This design comes from an exercise in tuning for small area, a short achievable clock period and few clock cycles on the open sky130 flow, not from production work.
Only simulation tests tie the RTL to the original design; equivalence was not proved.
Power figures rest on the tool's default switching activity, not on a simulated workload.

**design.v**
```verilog
module shiftregbit(clk,reset,b,valid,out);
   input logic clk;
   input logic reset;
   input logic b;
   input logic valid;
   parameter W = 32;
   output logic [W-1:0] out;
   always_ff@(posedge clk)
     begin
	if(reset)
	  out <= 'd0;
	else if(valid)
	  out <= {out[W-2:0], b};
     end
endmodule
module divider(clk,
	       reset,
	       srcA,
	       srcB,
	       rob_ptr_in,
	       prf_ptr_in,
	       is_signed_div,
	       is_rem,
	       start_div,
	       y,
	       rob_ptr_out,
	       prf_ptr_out,
	       ready,
	       complete
	       );
   input logic clk;
   input logic reset;
   input logic [31:0] srcA;
   input logic [31:0] srcB;
   input logic [5-1:0] rob_ptr_in;
   input logic [6-1:0] prf_ptr_in;
   input logic 	      is_signed_div;
   input logic 	      is_rem;
   input logic 	      start_div;
   output logic [63:0] y;
   output logic [5-1:0] rob_ptr_out;
   output logic [6-1:0] prf_ptr_out;
   output logic        ready;
   output logic        complete;
   localparam logic [2:0] IDLE = 3'd0,
			  N1   = 3'd1,
			  N2   = 3'd2,
			  ITER = 3'd3,
			  FIX  = 3'd4,
			  DONE = 3'd5;
   logic [2:0] r_state, n_state;
   logic [31:0] r_R, n_R;    
   logic [31:0] r_D, n_D;    
   logic [31:0] r_Q, n_Q;    
   logic [4:0] 	r_cnt, n_cnt;  
   logic 	r_triv, n_triv;  
   logic 	r_bz, n_bz;      
   logic 	r_qz, n_qz;      
   logic 	r_sa, n_sa, r_sb, n_sb, r_is_rem, n_is_rem;
   logic [5-1:0] r_rob_ptr, n_rob_ptr;
   logic [6-1:0] r_prf_ptr, n_prf_ptr;
   function automatic [5:0] lzc32(input [31:0] x);
      logic [15:0] z1; logic [15:0] c1;
      logic [7:0]  z2; logic [15:0] c2;
      logic [3:0]  z3; logic [11:0] c3;
      logic [1:0]  z4; logic [7:0]  c4;
      logic [4:0]  c5;
      integer i;
      begin
	 for (i = 0; i < 16; i = i + 1)
	   begin
	      z1[i] = !(x[2*i+1] | x[2*i]);
	      c1[i] = !x[2*i+1];
	   end
	 for (i = 0; i < 8; i = i + 1)
	   begin
	      z2[i] = z1[2*i+1] & z1[2*i];
	      c2[2*i +: 2] = z1[2*i+1] ? {1'b1, c1[2*i]} : {1'b0, c1[2*i+1]};
	   end
	 for (i = 0; i < 4; i = i + 1)
	   begin
	      z3[i] = z2[2*i+1] & z2[2*i];
	      c3[3*i +: 3] = z2[2*i+1] ? {1'b1, c2[4*i +: 2]} : {1'b0, c2[4*i+2 +: 2]};
	   end
	 for (i = 0; i < 2; i = i + 1)
	   begin
	      z4[i] = z3[2*i+1] & z3[2*i];
	      c4[4*i +: 4] = z3[2*i+1] ? {1'b1, c3[6*i +: 3]} : {1'b0, c3[6*i+3 +: 3]};
	   end
	 c5 = z4[1] ? {1'b1, c4[3:0]} : {1'b0, c4[7:4]};
	 lzc32 = (z4[1] & z4[0]) ? 6'd32 : {1'b0, c5};
      end
   endfunction
   function automatic [31:0] neg32(input [31:0] x, input c);
      logic [31:0] p;
      integer l, i;
      begin
	 p = x;
	 for (l = 0; l < 5; l = l + 1)
	   for (i = 0; i < 32; i = i + 1)
	     if (i[l])
	       p[i] = p[i] | p[((i >> (l+1)) << (l+1)) + (1 << l) - 1];
	 neg32 = x ^ ({p[30:0], 1'b0} & {32{c}});
      end
   endfunction
   logic 	idle, accept, negq;
   logic 	t_sa, t_sb, t_bz, t_qz;
   logic [31:0] t_ta, t_tb;
   logic [5:0] 	t_k;
   logic [32:0] t_diff;
   logic 	t_ge;
   always_ff@(posedge clk)
     begin
	if(reset)
	  r_state <= IDLE;
	else
	  r_state <= n_state;
	r_R <= n_R;
	r_D <= n_D;
	r_Q <= n_Q;
	r_cnt <= n_cnt;
	r_triv <= n_triv;
	r_bz <= n_bz;
	r_qz <= n_qz;
	r_sa <= n_sa;
	r_sb <= n_sb;
	r_is_rem <= n_is_rem;
	r_rob_ptr <= n_rob_ptr;
	r_prf_ptr <= n_prf_ptr;
     end
   always_comb
     begin
	negq = r_sa ^ r_sb;
	complete = (r_state == DONE) | ((r_state == N2) & r_triv & !r_sa) |
		   ((r_state == N1) & r_qz & !r_sa);
	idle = (r_state == IDLE) | complete;
	ready = idle & !start_div;
	accept = idle & start_div;
	y = {r_R, r_is_rem ? r_R : r_Q};
	rob_ptr_out = r_rob_ptr;
	prf_ptr_out = r_prf_ptr;
	t_sa = is_signed_div & srcA[31];
	t_sb = is_signed_div & srcB[31];
	t_ta = srcA ^ {32{t_sa}};
	t_tb = srcB ^ {32{t_sb}};
	t_bz = (srcB == 32'd0);
	t_qz = t_bz;
	for (int m = 4; m < 32; m = m + 4)
	  if (((t_ta >> m) == 32'd0) && ((t_tb >> (m + 1)) != 32'd0))
	    t_qz = 1'b1;
	t_k = lzc32(r_D) - lzc32(r_R);
	t_diff = {1'b0, r_R} - {1'b0, r_D};
	t_ge = !t_diff[32];
	n_state = r_state;
	n_R = r_R;
	n_D = r_D;
	n_Q = r_Q;
	n_cnt = r_cnt;
	n_triv = r_triv;
	n_bz = r_bz;
	n_qz = r_qz;
	n_sa = r_sa;
	n_sb = r_sb;
	n_is_rem = r_is_rem;
	n_rob_ptr = r_rob_ptr;
	n_prf_ptr = r_prf_ptr;
	case (r_state)
	  N1:
	    if (r_qz)
	      begin
		 n_R = neg32(r_R, 1'b1);
		 n_state = r_sa ? DONE : IDLE;
	      end
	    else
	    begin
	       n_cnt = t_k[4:0];
	       n_triv = r_bz | !t_ge;
	       if (r_bz)
		 n_Q = {{31{!r_sa}}, 1'b1};
	       else if (!t_ge)
		 n_Q = 32'd0;
	       else
		 begin
		    n_Q = {32{negq}};
		    if (negq)
		      n_R = t_diff[31:0];
		 end
	       n_state = N2;
	    end
	  N2:
	    begin
	       if (r_triv)
		 begin
		    n_R = neg32(r_R, 1'b1);
		    n_state = r_sa ? DONE : IDLE;
		 end
	       else
		 begin
		    n_D = r_D << r_cnt;
		    n_state = ITER;
		 end
	    end
	  ITER:
	    begin
	       if (t_ge)
		 n_R = t_diff[31:0];
	       n_Q = {r_Q[30:0], t_ge ^ negq};
	       n_D = r_D >> 1;
	       n_cnt = r_cnt - 5'd1;
	       if (r_cnt == 5'd0)
		 n_state = r_sa ? FIX : DONE;
	    end
	  FIX:
	    begin
	       n_R = neg32(r_R, 1'b1);
	       n_state = DONE;
	    end
	  DONE:
	    n_state = IDLE;
	  default:
	    begin
	    end
	endcase
	if (accept)
	  begin
	     n_state = N1;
	     n_R = neg32(srcA, t_sa);
	     n_D = neg32(srcB, t_sb);
	     n_bz = t_bz;
	     n_qz = t_qz;
	     n_Q = t_bz ? {{31{!t_sa}}, 1'b1} : 32'd0;
	     n_sa = t_sa;
	     n_sb = t_sb;
	     n_is_rem = is_rem;
	     n_rob_ptr = rob_ptr_in;
	     n_prf_ptr = prf_ptr_in;
	  end
     end
endmodule
```
**flow/run.sh**
```bash
#!/bin/bash
# The standard layout, except that the port buffers are buf_2 cells in
# place of the clkdlybuf4s50_1 delay cells that buffer_ports picks by default.
# Each step's full output goes to a log file of its own in this folder.
set -euo pipefail
bash standard.sh synth > synth.log 2>&1
bash standard.sh "BUFFER_PORTS_ARGS=-buffer_cell sky130_fd_sc_hd__buf_2" finish > layout.log 2>&1
```
**standard.sh**
```bash
#!/bin/bash
# synth_recipe.tcl (not shown) runs the flow's synth.tcl, then flattens the netlist and writes it again
# the make line also repeats each setting of config.mk as NAME=value (left out here)
make -C /OpenROAD-flow-scripts/flow DESIGN_CONFIG=/design/flow/config.mk WORK_HOME=/design/flow/orfs CLKGATE_MAP_FILE= SYNTH_SCRIPT=/design/flow/synth_recipe.tcl "${@:-finish}"
```
**config.mk**
```make
export PLATFORM = sky130hd
export DESIGN_NAME = divider
export DESIGN_NICKNAME = divider
export VERILOG_FILES = /design/flow/design.v
export SDC_FILE = /design/flow/constraint.sdc
export NUM_CORES = 4
export LEC_CHECK = 0
export ABC_AREA = 1
export CAP_MARGIN = 20
export CORE_MARGIN = 2
export CORE_UTILIZATION = 40
export SETUP_SLACK_MARGIN = 3.0
export SLEW_MARGIN = 20
```
**constraint.sdc**
```tcl
create_clock -name core_clock -period 6.0 [get_ports {clk}]
set_input_delay 1.2000 -clock core_clock [delete_from_list [all_inputs] [get_ports {clk}]]
set_output_delay 1.2000 -clock core_clock [all_outputs]
set_load 0.01 [all_outputs]
```
==> reports/summary.md, run 1 <==
Across the run, the number of max-cap violations was 0. STA puts the critical path data required time at 6.18 ns. At the worst endpoint, the arrival time is 3.27 ns. The antenna violation net count after detailed routing is 0, and the area inside the core boundary is 32400 um2. Using the TritonRoute via totals, the vias-per-cell ratio works out to 5.50. Setup repair after global routing could not meet its margin everywhere.

From bottom edge to top edge, the die measures 185 um. In this run the worst path has a maximum fanout of 8. The violation count after the first detailed-routing iteration was 1603; the floorplan die area was 34200 um2. Cell taking the most area after synthesis: edfxtp_1. The mean instance size in the synthesized netlist was 6.22 um2.

For the cell total after placement, the log shows 2646. The worst-case IR drop observed on VDD is 0.268 mV. The run gives 0 as the number of buffers inserted for hold repair after clock tree synthesis. The number of flops mapped to enable cells by yosys was 118; the worst hold slack was 0.499 ns.

The routed layout has 15127 vias. The later pin in the worst-skew pair is clocked with a latency of 0.44 ns. Row generation in the floorplan step produced 66 rows. Actual transition at the worst max-transition pin: 0.917 ns.

The repair_antennas step left the layout with diodes totalling 0. The flow ran to the end and the layout has no timing, DRC or antenna violations. The critical path contains buffers and inverters numbering 3 combined. At the end of routability-driven placement, the weighted congestion stood at 0.948.

The global-route track usage on met1 was 0.431. Entering global routing, the biggest net connects 66 pins. The number of antenna violations at the first check in global routing is 0. After synthesis, the cell types taking the most area are edfxtp_1 27%, nand2_1 19%, nand3_1 8.1%. The ratio of total power to cell area was 639 nW/um2. The run gives 4 as the number of H-tree levels.

The final HPWL from detailed placement was 40600 um; the met3 track demand over resource in global routing was 0.0777. Cell with the largest stage delay on the worst path: edfxtp_1. The remaining global-route overflow was 0; the shortest period the worst path allows was 3.09 ns. After the flow finishes, the layout carries non-filler instances totaling 2750. The first-pass iteration count of the detailed router was 6. The total track usage is 0.308.

Based on the critical path, the design can be clocked at up to 0.323 GHz. The analysis attributes to cell leakage a power of 7.68 nW. The largest single stage delay on the critical path is 0.49 ns. The post-synthesis to final-layout area growth works out to 20.6%. The most crowded layer after global routing is met2. Among all flip-flop cells after synthesis, the most frequent one is edfxtp_1. The number of clock buffers inserted by TritonCTS was 17; the ratio of cells with drive above 1 in the final layout was 0.186. The via count of the first global-routing pass was 13561; the register area share after synthesis was 0.275. The run gives 2.91 ns as the setup slack of the most critical reg-to-reg path. The top-area cell type share of the netlist area was 0.270; the final total power was 10.1 mW. Walking the worst path, the cells encountered are inv_2, ha_1, a21oi_2, nor2_1, nor2_1, o21ai_0, a21oi_4, inv_2, ha_4, o21ai_4, buf_12, nor2_4, a21oi_1, nand2_1. For the number of buffers on the longest clock path, the log shows 2. Setup violations remaining at the end of the flow were counted as 0. The most repeated cell in the gate-level netlist after synthesis is nand2_1.

The count of input and output buffers is 156. Met2 usage: 0.451. The routed design has 53400 um of wire.

Summing every instance area after synthesis gives 13100 um2. Clock-pin slew was measured on the worst setup and hold paths at 0.06 ns. In this run the clock root is driven by a clkbuf_16.

The die is 185 um wide. The clock arrives with 0.0120 ns of skew. Ranked by instance count, the synthesized netlist is headed by 678 x nand2_1, 278 x inv_1, 212 x nand3_1. The first global-routing pass estimated 79300 um of wire. 157 I/O pins were placed. The final worst-path cycle share is 0.516. The type of destination of the critical path was a register. The run gives 2421 as the net count reported at finish.

The worst setup path is of the reg -> reg kind. The net count after synthesis is 2233, and the number of cells produced by synthesis is 2107. Number of register bits inferred by synthesis: 121. The effective utilization at floorplan is 0.405. For the final-report hold violation count, the log shows 0.

Number of design rule violations left after detail routing: 0. The run gives 1 as the total number of yosys warnings. In this run the worst hold path is classified as reg -> reg. The gate family responsible for the most delay along the worst path was compound AO/OA/AOI/OAI gates. The final design utilization was 0.488. The proportion of synthesized flip-flops having asynchronous set or reset was 0. The final max-slew violation count is 0. For the final routed database, the setup TNS stands at 0 ns.

After synthesis, the netlist uses 55 different library cells. TritonCTS built the clock tree. The nature of the critical path startpoint was a register. The tree built by TritonCTS fans out to 121 sinks.

The detail-routed net length per standard cell was 19.4 um; the worst slew margin relative to its limit was 0.388.
==> final timing paths <==
kind	startpoint	endpoint	cells past startpoint
setup reg to reg	r_D[25]$_DFFE_PP_	r_Q[15]$_DFFE_PP_	14
setup / recovery	r_D[25]$_DFFE_PP_	r_Q[15]$_DFFE_PP_	14
hold reg to reg	r_state[1]$_SDFFE_PP0P_	r_state[2]$_SDFFE_PP0P_	2
hold / removal	r_state[1]$_SDFFE_PP0P_	r_state[2]$_SDFFE_PP0P_	2
==> cells by family after synthesis <==
logic type,after synthesis,synth area share
DFF,121,0.275
and+or+nand+nor,1153,0.371
adders and majority gates,46,0.0450
AOI/OAI and AO/OA,361,0.153
xor gates and xnor gates,49,0.0327
muxes,15,0.0125
buffers and inverters,362,0.111
==> where the power goes <==
group	internal, mW	switching (mW)	leakage (nW)	total, mW
registers	1.58	0.520	1.18	2.10
clock network	0.578	0.454	0.269	1.03
logic	2.41	4.55	6.23	6.96
total	4.57	5.53	7.68	10.1
==> worst min-delay path, cell delays in order (launching register included) <==
cell	delay, ns
dfxtp_1	0.34
nand2_1	0.06
a21oi_1	0.05
==> registers in the layout, indices dropped and copies added (netlist names) <==
register and count:
r_cnt 5, r_qz 1, r_prf_ptr 6, r_R 32
r_D 32, r_rob_ptr 5, r_bz 1, r_sa 1
r_is_rem 1, r_state 3, r_sb 1, r_Q 32
r_triv 1
==> routing by layer <==
layer	share of wire	wire length, um
met1	0.44	23400
met2	0.42	22600
met3	0.10	5380
met4	0.037	2000
met5	0	0
==> layout by cell type, fill, tap and decap left out, drive strengths merged, types with 39 or more instances in the layout <==
cell | netlist | final
nand2 | 687 | 687
ha | 44 | 44
o21ai | 138 | 138
edfxtp | 118 | 118
inv | 287 | 292
a21oi | 151 | 151
nor2 | 187 | 189
xor2 | 39 | 39
nand3 | 215 | 215
buf | 42 | 241
==> layout make-up <==
type | count | area (um2)
fillers | 3482 | 16600
multi-input cells | 1626 | 8520
well taps | 442 | 553
flip-flops and latches | 121 | 3600
inverters | 288 | 1110
repair buffers | 241 | 1450
clock buffers | 17 | 425
clock inverters | 15 | 144
==> stage by stage <==
step / area, um2 / setup WS, ns
after global placement: 14200 / 2.25
after floorplan: 13100 / 3.08
after CTS: 15100 / 2.70
after detailed placement: 14200 / 2.23
after global routing: 15800 / 2.82
final: 15800 / 2.91
==> timing repair <==
item | CTS | global route
setup endpoints to repair | 77 | 107
cloned | 2 | 0
gates resized for setup | 41 | 95
pin swaps | 6 | 14
hold endpoints to repair | 0 | 0
setup buffers | 24 | 46
Testbench counts, summed over its fixed seeds: cycles 19,775.
==> inputs of run 2 (changes only) <==
==> run.sh (new file) <==
#!/bin/bash
# synth_recipe.tcl (not shown) runs the flow's synth.tcl, then flattens the netlist and writes it again
# the make line also repeats each setting of config.mk as NAME=value (left out here)
make -C /OpenROAD-flow-scripts/flow DESIGN_CONFIG=/design/flow/config.mk WORK_HOME=/design/flow/orfs CLKGATE_MAP_FILE= SYNTH_SCRIPT=/design/flow/synth_recipe.tcl finish
removed: flow/run.sh
removed: standard.sh
==> reports/summary.md, run 2 <==
For the first-pass iteration count of the detailed router, the log shows 6. For the final-report hold violation count, the log shows 0. Entering global routing, the biggest net connects 66 pins. The largest fanout of any net on the critical path works out to 7.

The type of destination of the critical path is a register. By area the synthesized netlist is led by edfxtp_1 27%, nand2_1 19%, nand3_1 8.1%. Walking the worst path, the cells encountered are inv_2, ha_2, or2_2, nand3_2, nand2_4, nand3_4, nand3_4, a21oi_4, inv_2, ha_4, o21ai_4, buf_12, nor2_4, clkbuf_16, a21oi_1, nand2_1. The post-synthesis to final-layout area growth came out at 29.6%. The path length in cells of the critical path was 16. The cell taking the most area after synthesis was edfxtp_1.

Counting both buffers and inverters, the worst setup path holds a total of 4. The final max-slew violation count is 0. The floorplan step defined a die boundary enclosing 34200 um2. The synthesized-area fraction occupied by ao, oa, aoi and oai cells was 0.153. The flow ran to the end and the layout has no timing, DRC or antenna violations. For the number of clock buffers inserted by TritonCTS, the log shows 17. For this run, the top clock speed supported by timing is 0.324 GHz. Actual transition at the worst max-transition pin: 0.921 ns. The root buffer cell was clkbuf_16.

The tools report the register area share after synthesis as 0.275. The ratio of cells with drive above 1 in the final layout was 0.135; the portion of netlist area occupied by mux cells was 0.0125. TritonCTS built the clock tree. The run gives 121 as the clock sink count.

The most repeated cell in the gate-level netlist after synthesis was nand2_1. On the final layout, the worst hold slack is 0.502 ns. The unique cell type count in the Yosys netlist came out at 55. In the final layout, the registers with the most flip-flops are r_D x32, r_Q x32, r_R x32. Number of antenna violations at the first check in global routing: 0. The synthesized design contains 121 register bits. The category of the critical setup timing path was reg -> reg. The cell count after synthesis came out at 2107. By area, the combinational part of the netlist is dominated by simple AND/OR/NAND/NOR gates. The count of buffers added on input and output ports is 156.

At the end of routability-driven placement, the weighted congestion stood at 0.974. A synthesized cell averages 6.22 um2. The number of primary I/O pins was 157; the violation count after the first detailed-routing iteration was 1961. The ratio of total power to cell area came out at 619 nW/um2. In this run the horizontal extent of the chip is 185 um. The delay of the slowest cell on the worst path is 0.41 ns, and the wire length of the first global-routing pass is 84000 um. The post-synthesis share of cell area spent on and, or, nand and nor gates is 0.371. The top flip-flop cell by instance count after synthesis is edfxtp_1.

The fill cell instance count of the final layout was 3369. The worst hold path was traced through 2 stages. Most frequent standard cell in the layout excluding fill and tap cells: nand2_1. Across the whole layout, storage elements account for 3600 um2. For the final routed database, the setup TNS stands at 0 ns. Post-synthesis xor/xnor area fraction: 0.0327. The tools report the net count after synthesis as 2233.

The proportion of synthesized flip-flops having asynchronous set or reset works out to 0. The detail-routed net length per standard cell was 20.5 um; the top-area cell type share of the netlist area was 0.270. Number of cell rows: 66. The gate family responsible for the most delay along the worst path was simple AND/OR/NAND/NOR gates. Across the run, the number of max-cap violations was 0. The area share of fa/ha/maj cells after synthesis was 0.0450. The H-tree was split into 4 levels. The die is 185 um tall. Setup repair after global routing could not meet its margin everywhere. The total track usage was 0.328. The number of design rule violations left after detail routing came out at 0.

At the later pin of the worst-skew pair, clock insertion delay measures 0.44 ns. The setup slack of the most critical reg-to-reg path was 2.92 ns; the data required time at the worst endpoint was 6.18 ns. The tools report the nature of the critical path startpoint as a register. The logs give 1 for the total number of yosys warnings and 0.273 mV for the maximum vdd ir drop.

The repair_antennas step left the layout with diodes totalling 0. The core region is 32400 um2. Leaving out fill and tap cells, the most frequent cells in the layout are 667 x nand2_1, 245 x inv_1, 204 x nand3_1. The logs give 13902 for the via count of the first global-routing pass and 0 for the remaining global-route overflow. The number of vias after detailed routing was 15415. The number of setup violations in the final report was 0; the worst setup slack before clock tree synthesis was 1.75 ns. The antenna violation net count after detailed routing is 0, and the mapped cell area is 13100 um2.

After synthesis, the most frequently instantiated cells are 678 x nand2_1, 278 x inv_1, 212 x nand3_1. After legalization and detailed placement, the total HPWL measured 42900 um. The multi-input combinational cells in the finished layout cover a total of 8650 um2.

The final worst-path cycle share was 0.514; the number of flops mapped to enable cells by yosys was 118. Cell total after placement: 2647. Cell with the largest stage delay on the worst path: edfxtp_1. The tools report the leakage dissipation as 7.97 nW.

For the number of buffers inserted for hold repair after clock tree synthesis, the log shows 0. At the worst endpoint, the arrival time is 3.27 ns. The finished layout holds 2779 standard cells, fillers aside.

The worst slew margin relative to its limit came out at 0.386. The routed design has 56800 um of wire. After the last flow step, the layout net total stands at 2452. The min-delay analysis places its worst path in the category reg -> reg. In this run the deepest clock path goes through 2 buffers. The number of vias per cell after detailed routing was 5.55; the number of cells traversed by the worst register-to-register path was 16. Clock skew on the completed layout was measured at 0.0228 ns. Clock-pin slew was measured on the worst setup and hold paths at 0.06 ns. Setup slack on the critical path of the routed design comes to 2.92 ns.

The shortest period the worst path allows came out at 3.08 ns. The effective utilization at floorplan came out at 0.405.
==> run 2: cell counts after synthesis <==
No cell type changed its count.
==> run 2: final cells by class <==
class / count / area share
inverter: 288 / 0.0663
timing repair inverter: 2 / 0.000589
sequential: 121 / 0.212
timing repair buffer: 266 / 0.147
clock inverter: 10 / 0.00618
clock buffer: 20 / 0.0257
multi-input combinational: 1630 / 0.509
tap: 442 / 0.0325
==> run 2: final timing paths <==
| check | start | end |
|---|---|---|
| hold / removal | r_state[1]$_SDFFE_PP0P_ | r_state[2]$_SDFFE_PP0P_ |
| setup / recovery | r_D[3]$_DFFE_PP_ | r_Q[24]$_DFFE_PP_ |
| setup reg to reg | r_D[3]$_DFFE_PP_ | r_Q[24]$_DFFE_PP_ |
| hold reg to reg | r_state[1]$_SDFFE_PP0P_ | r_state[2]$_SDFFE_PP0P_ |
==> run 2: cells by family (layout without fill, tap and decap cells) <==
| group | count (synthesis) | in the layout |
|---|---|---|
| AND/OR/NAND/NOR | 1153 | 1159 |
| XOR/XNOR | 49 | 49 |
| buffers and inverters | 362 | 586 |
| AO/OA/AOI/OAI | 361 | 361 |
| multiplexers | 15 | 15 |
| adder cells (fa/ha/maj) | 46 | 46 |
| flip-flops | 121 | 121 |
==> run 2: per-stage QoR <==
stage	cell area, um2	util	power, mW
detailed placement	15000	0.463	8.44
finish	17000	0.525	10.5
global placement	15000	0.463	8.45
global route	17000	0.525	11.3
CTS	16300	0.504	9.90
floorplan	13100	-	5.98
==> run 2: timing repair <==
action	4_1_cts	5_1_grt
pin swaps	11	16
endpoints found under the setup margin	161	104
buffers inserted	59	32
gates cloned	6	5
gates resized for setup	114	94
==> run 2: layer usage <==
metal / GRT usage / vias to the layer above / wire length [um]
li1: - / 7392 / -
met1: 0.478 / 7106 / 25400
met2: 0.505 / 820 / 24700
met3: 0.0435 / 97 / 4960
met4: 0.0990 / 0 / 1770
met5: 0 / - / 0
==> run 2: where the power goes <==
group	total, mW	internal, mW	switching (mW)
combinational	7.48	2.70	4.78
clock	0.992	0.600	0.392
sequential	2.05	1.58	0.471
==> run 2: worst reg2reg max path, delay by kind of cell (launching register included) <==
kind / cells / cell delay (ns)
AO/OA/AOI/OAI: 3 / 0.55
buffers and inverters: 4 / 0.57
AND/OR/NAND/NOR: 7 / 0.81
adder cells (fa/ha/maj): 2 / 0.50
flip-flops: 1 / 0.41

what the ideal ports hide:
The flow's constraints put no driver on any port. The routed layouts listed below were extracted and timed again, unchanged, in two steps.
Step 1 sets driving cells, clkbuf_16 on the clock port and buf_2 on the other inputs (assumed; they add their load-dependent delay and slew).
Step 2 times the ports against the registers' clock, not the clock port: input delays grow and output delays shrink by t, the midpoint of the rising clock arrivals with the driver on.
a / b / c = ideal ports / drivers / drivers and shift; a / b = the first two.
| run | shift t [ns] | setup WS [ns] | worst hold slack (ns) | worst register clock-pin slew, ns | worst slew at a driven data input, ns |
|---|---|---|---|---|---|
| run 1 | 0.486 | 2.906 / 2.906 / 2.732 | 0.499 / 0.499 / 0.499 | 0.07 / 0.07 | 0.05 |
| run 2 | 0.476 | 2.918 / 2.918 / 2.580 | 0.502 / 0.502 / 0.502 | 0.06 / 0.06 | 0.06 |
After both steps every run listed still meets setup and hold. For run 2, which loses most, drivers alone change the setup slack by 0.000 ns; drivers and shift together by -0.338 ns.
